What follows belongs to an exercise in optimizing a design on an open flow for small area, a short achievable clock period and few clock cycles per item; a production flow would make more cautious choices. RTL that was checked went through simulation tests only; none was proved equivalent to the original.

== build 31 ==
==> flow/design.v (excerpt) <==
module SHA256_controller (
	input CLOCK_50,
	input calculate,
	input [95:0] data,
	input [255:0] midstate,
	input [255:0] target,
	output [31:0] good_nonce,
	output reg done
);
For scale: about 920 flip-flops, roughly 55000 sq um of cells after synthesis.
Settings: LEC_CHECK=0, CAP_MARGIN=20, CORE_MARGIN=2, CORE_UTILIZATION=40, CTS_BUF_LIST=sky130_fd_sc_hd__clkbuf_8, CTS_CLUSTER_SIZE=40, SETUP_SLACK_MARGIN=5.0, SLEW_MARGIN=20; clock period 10.0 ns.
standard.sh (not shown) runs the stock make flow with config.mk's settings and CLKGATE_MAP_FILE= SYNTH_SCRIPT=/design/flow/synth_recipe.tcl, a recipe that flattens the netlist after the stock synthesis.
==> flow/flow/run.sh <==
#!/bin/bash
# The standard layout (the standard.sh: standard synthesis, floorplan, place,
# CTS, route, finish), with the port buffers made from buf_1 cells instead of
# the default choice.  make's full output goes to make.log in this folder;
# ORFS keeps each step's own log under orfs/logs.
set -euo pipefail
bash standard.sh BUFFER_PORTS_ARGS="-buffer_cell sky130_fd_sc_hd__buf_1" finish > make.log 2>&1
Build 31 reached the final stage; the timing, design-rule and antenna checks on its layout passed.
Testbench counts of build 31, summed over its fixed seeds: cycles 1,043,776, nonces 8,126.
--- input diff build 31..build 75 ---
Settings: a deleted CTS_CLUSTER_SIZE that had been 40; a deleted CTS_BUF_LIST that had been sky130_fd_sc_hd__clkbuf_8; an added ABC_AREA of 1; an added TNS_END_PERCENT of 5.
--- a/flow/flow/run.sh
+++ b/flow/flow/run.sh
@@ -4 +4 @@
-# the default choice.  make's full output goes to make.log in this folder;
+# the default choice, and timing repair aiming at 6.2 ns of setup slack.  make's full output goes to make.log in this folder;
@@ -7 +7 @@
-bash standard.sh BUFFER_PORTS_ARGS="-buffer_cell sky130_fd_sc_hd__buf_1" finish > make.log 2>&1
+bash standard.sh BUFFER_PORTS_ARGS="-buffer_cell sky130_fd_sc_hd__buf_1" SETUP_SLACK_MARGIN=6.2 finish > make.log 2>&1
==> run notes <==
Post-cts repair resize count delta for build 75 relative to build 31: 303 higher. Comparing build 31 and build 75, the higher synthesized cell count was measured on build 75. For build 75, the capturing element of the worst setup path was core.pre_c[22], unlike build 31, where it was core.pre_s[19]. Flip-flop and latch share of the layout cell area down 2.0 points in build 75 wrt build 31. Build 75 vs. build 31: core utilization picked up an extra 2.5 points, area of all sequential standard cells picked up an extra about 1.1%.
Setup changes, build 75 to build 30
Settings: removing TNS_END_PERCENT (formerly 5); removing ABC_AREA (formerly 1).
==> flow/run.sh (new file) <==
#!/bin/bash
# synth_recipe.tcl (not shown) runs the flow's synth.tcl, then flattens the netlist and writes it again
# the make line also repeats each setting of config.mk as NAME=value (left out here)
make -C /OpenROAD-flow-scripts/flow DESIGN_CONFIG=/design/flow/config.mk WORK_HOME=/design/flow/orfs CLKGATE_MAP_FILE= SYNTH_SCRIPT=/design/flow/synth_recipe.tcl finish
removed: flow/flow/run.sh
removed: flow/standard.sh
==> run notes <==
Looking only at post-synthesis sequential area ratio, and setting everything else aside, the lower value of build 30 and build 75 goes to build 75. On clock period minus final worst setup slack, build 30 does worse than build 75. Delta(critical path depth, build 30 - build 75) > 0. | setup slack after layout | lower: build 30 |. For build 75, the master of the slowest instance on the critical path was sky130_fd_sc_hd__fa_1, unlike build 30, where it was sky130_fd_sc_hd__dfxtp_1. Measured against each other, build 30 and build 75 differ in via count of the first global-routing pass, the lower figure coming from build 30. Changes observed in build 30 relative to build 75: net count of the finished layout decreased by 1494 relative to the old numbers. Build 75 reports its most common cell after layout, fill and taps aside as sky130_fd_sc_hd__nand2_1 while build 30 reports sky130_fd_sc_hd__dfxtp_1. Build 30 vs. build 75: core occupancy in the finished layout went up; maximum clock rate now sits lower.

---

lane 1:
Starting RTL as in the previous note.
Settings: LEC_CHECK=0, CAP_MARGIN=20, CORE_MARGIN=2, CORE_UTILIZATION=40, SETUP_SLACK_MARGIN=5.0, SLEW_MARGIN=20; clock period 10.0 ns.
==> flow/flow/run.sh <==
#!/bin/bash
# The standard layout (the standard.sh: standard synthesis, floorplan, place,
# CTS, route, finish), with the port buffers made from buf_1 cells instead of
# the default choice.  make's full output goes to make.log in this folder;
# ORFS keeps each step's own log under orfs/logs.
set -euo pipefail
bash standard.sh BUFFER_PORTS_ARGS="-buffer_cell sky130_fd_sc_hd__buf_1" finish > make.log 2>&1
Lane 1 has completed all stages; timing, DRC and antenna checks passed.
Testbench counts of lane 1, summed over its fixed seeds: cycles 1,043,776, nonces 8,126.
Relative to lane 1, the following input files were edited for lane 2:
- setting TNS_END_PERCENT to 5 for the first time
==> flow/flow/run.sh <==
#!/bin/bash
# The standard layout (the standard.sh: standard synthesis, floorplan, place,
# CTS, route, finish), with the port buffers made from buf_1 cells instead of
# the default choice, and timing repair aiming at 6.2 ns of setup slack.  make's full output goes to make.log in this folder;
# ORFS keeps each step's own log under orfs/logs.
set -euo pipefail
bash standard.sh BUFFER_PORTS_ARGS="-buffer_cell sky130_fd_sc_hd__buf_1" SETUP_SLACK_MARGIN=6.2 finish > make.log 2>&1
--- outcome ---
- Lane 2 has routed wirelength normalized by instance count above what lane 1 had.
- Re total length of routed met2 wires: lane 1 was lower than lane 2.
- Lane 1 → lane 2: total of plain and repair buffers excluding clock buffers went up by 99, total wire length after detailed routing went up by 3.1%, global-route met3 utilization went up by 1.4 points.
- Between lane 2 and lane 1, it is lane 2 whose worst relative slew slack is higher, by 7.7 points.
- Cell area on lane 2 is behind lane 1.
- Vias: lane 2 more than lane 1
Relative to lane 2, the following input files were edited for lane 3:
- an added ABC_AREA of 1
==> flow/flow/run.sh <==
#!/bin/bash
# The standard layout (the standard.sh: standard synthesis, floorplan, place,
# CTS, route, finish), with the port buffers made from buf_1 cells instead of
# the default choice, and timing repair aiming at 6.8 ns of setup slack.  make's full output goes to make.log in this folder;
# ORFS keeps each step's own log under orfs/logs.
set -euo pipefail
bash standard.sh BUFFER_PORTS_ARGS="-buffer_cell sky130_fd_sc_hd__buf_1" SETUP_SLACK_MARGIN=6.8 finish > make.log 2>&1
Results
- Of lane 3 and lane 2, it is lane 3 that has the lower critical path depth.
- Summary of the comparison: number of cells after detailed placement is higher in lane 3, relative to lane 2.
- Lane 3: register-to-register slack is 0.38 ns higher than what lane 2 reported.
- Total of endpoints with negative setup slack in the final report: lane 2 vs lane 3 — no meaningful difference
--- input diff lane 3..lane 4 ---
- a deleted TNS_END_PERCENT that had been 5
- a deleted ABC_AREA that had been 1
==> flow/flow/run.sh <==
#!/bin/bash
# The standard layout (the standard.sh: standard synthesis, floorplan, place,
# CTS, route, finish), with the port buffers made from buf_1 cells instead of
# the default choice, and timing repair aiming at 5.7 ns of setup slack.  make's full output goes to make.log in this folder;
# ORFS keeps each step's own log under orfs/logs.
set -euo pipefail
bash standard.sh BUFFER_PORTS_ARGS="-buffer_cell sky130_fd_sc_hd__buf_1" SETUP_SLACK_MARGIN=5.7 finish > make.log 2>&1
Results
Relative to lane 3, area added between synthesis and finish has decreased by 8.1 points in lane 4.
Lane 4 vs. lane 3: synthesized instance count went down by 1,321.
Relative to lane 3, global-route usage has decreased by 7.1 points in lane 4.
Edits applied to the flow inputs when going from lane 4 to lane 5:
- setting CTS_CLUSTER_SIZE to 40 for the first time
- setting TNS_END_PERCENT to 5 for the first time
- setting CTS_BUF_LIST to sky130_fd_sc_hd__clkbuf_8 for the first time
==> flow/flow/run.sh <==
#!/bin/bash
# The standard layout (the standard.sh: standard synthesis, floorplan, place,
# CTS, route, finish), with the port buffers made from buf_1 cells instead of
# the default choice, and timing repair aiming at 6.2 ns of setup slack.  make's full output goes to make.log in this folder;
# ORFS keeps each step's own log under orfs/logs.
set -euo pipefail
bash standard.sh BUFFER_PORTS_ARGS="-buffer_cell sky130_fd_sc_hd__buf_1" SETUP_SLACK_MARGIN=6.2 finish > make.log 2>&1
Lane 5 against lane 4: total inserted antenna cells shrank by 4, cell total after placement held steady, deepest level of the CTS H-tree grew by 1. Comparing lane 4 and lane 5, the higher via count is on lane 5.

---

JK:
Another version of the RTL of SHA256_controller (not shown whole).
Size: roughly 6300 cells after synthesis, roughly 840 flip-flops, ~640 I/O pins, about 54000 µm² of cells after synthesis.
// SHA256_controller
module SHA256_controller (
	input CLOCK_50,
	input calculate,
	input [95:0] data,
	input [255:0] midstate,
	input [255:0] target,
	output [31:0] good_nonce,
	output reg done
);
Settings: LEC_CHECK=0, CAP_MARGIN=20, CORE_MARGIN=2, CORE_UTILIZATION=40, SLEW_MARGIN=20; clock period 10.0 ns.
run.sh (not shown) runs the stock make flow with config.mk's settings and CLKGATE_MAP_FILE= SYNTH_SCRIPT=/design/flow/synth_recipe.tcl, a recipe that flattens the netlist after the stock synthesis.
Stock flow here: none of the scripts above is used.
JK finished all stages; the layout is clean.
Input-level comparison between MS and JK:
# JK
export LEC_CHECK = 0
export CAP_MARGIN = 20
export CORE_MARGIN = 2
export CORE_UTILIZATION = 40
export SLEW_MARGIN = 20
create_clock -name core_clock -period 10.0 [get_ports {CLOCK_50}]
# MS
export LEC_CHECK = 0
export CAP_MARGIN = 20
export CORE_MARGIN = 2
export CORE_UTILIZATION = 40
export SETUP_SLACK_MARGIN = 4.5
export SLEW_MARGIN = 20
create_clock -name core_clock -period 10.0 [get_ports {CLOCK_50}]
- Higher fraction of area in registers among MS and JK: JK
- MS: maximum fanout along the worst path lower than JK
- Area: MS vs JK -> MS larger
- [compare] base=JK new=MS: detailed-route DRC error count about even; wire length per cell now larger.
- MS vs JK, global-route usage went up by 0.24 points.
- Diff MS..JK | footprint of the flip-flops and latches | negligible
- Summary of the comparison: routed wire length is higher in MS, relative to JK.
Modified inputs, AL compared to MS
# MS
export LEC_CHECK = 0
export CAP_MARGIN = 20
export CORE_MARGIN = 2
export CORE_UTILIZATION = 40
export SETUP_SLACK_MARGIN = 4.5
export SLEW_MARGIN = 20
create_clock -name core_clock -period 10.0 [get_ports {CLOCK_50}]
# AL
export LEC_CHECK = 0
export CAP_MARGIN = 20
export CORE_MARGIN = 2
export CORE_UTILIZATION = 65
export SETUP_SLACK_MARGIN = 4.5
export SLEW_MARGIN = 20
create_clock -name core_clock -period 10.0 [get_ports {CLOCK_50}]
==> run notes <==
AL closes out successfully: all stages finished, all timing, DRC and antenna checks passed. In the final reports, the cell area of AL is smaller than that of MS. When the final numbers for AL and MS were put side by side, the via count turned out to be greater in AL.
Function was not checked in any run of this note: the RTL went through the layout flow alone.

==> separate check: timing with driven ports <==
How much do the figures lean on ideal ports? The routed layouts below were timed once more, with nothing changed but the port constraints. Step 1 assumes that a clkbuf_16 drives the clock port and a buf_2 every other input. Step 2, shift: input delay + t, output delay - t, t = (earliest + latest rising clock arrival at the registers) / 2. This alone moves slack from input paths to output paths. a / b / c = ideal ports / drivers / drivers and shift; a / b = the first two.
| run | t, ns | setup WS [ns] | worst register clock-pin slew, ns | worst data-port slew with drivers (ns) | pins driven straight from the clock port |
|---|---|---|---|---|---|
| build 31 | 0.995 | 5.117 / 5.117 / 5.074 | 0.07 / 0.07 | 0.15 | 1 |
| build 75 | 0.807 | 5.914 / 5.914 / 5.480 | 0.07 / 0.07 | 0.10 | 1 |
| build 30 | 0.795 | 5.099 / 5.099 / 4.764 | 0.08 / 0.08 | 0.07 | 1 |
| lane 1 | 0.815 | 5.153 / 5.153 / 5.086 | 0.07 / 0.07 | 0.14 | 1 |
| lane 2 | 0.817 | 5.628 / 5.628 / 5.043 | 0.07 / 0.07 | 0.11 | 1 |
| lane 3 | 0.841 | 6.005 / 6.005 / 5.582 | 0.07 / 0.07 | 0.08 | 1 |
| lane 4 | 0.814 | 5.502 / 5.502 / 5.220 | 0.07 / 0.07 | 0.15 | 1 |
| lane 5 | 1.016 | 5.609 / 5.609 / 5.004 | 0.07 / 0.07 | 0.11 | 1 |
| JK | 0.783 | 3.059 / 3.059 / 3.059 | 0.07 / 0.07 | 0.16 | 1 |
| MS | 0.791 | 4.485 / 4.513 / 3.732 | 0.07 / 0.07 | 0.17 | 1 |
| AL | 0.762 | 4.336 / 4.336 / 3.746 | 0.08 / 0.08 | 0.29 | 1 |
After both steps every run listed still meets setup and hold. For MS, which loses most, drivers alone change the setup slack by +0.028 ns; drivers and shift together by -0.753 ns.
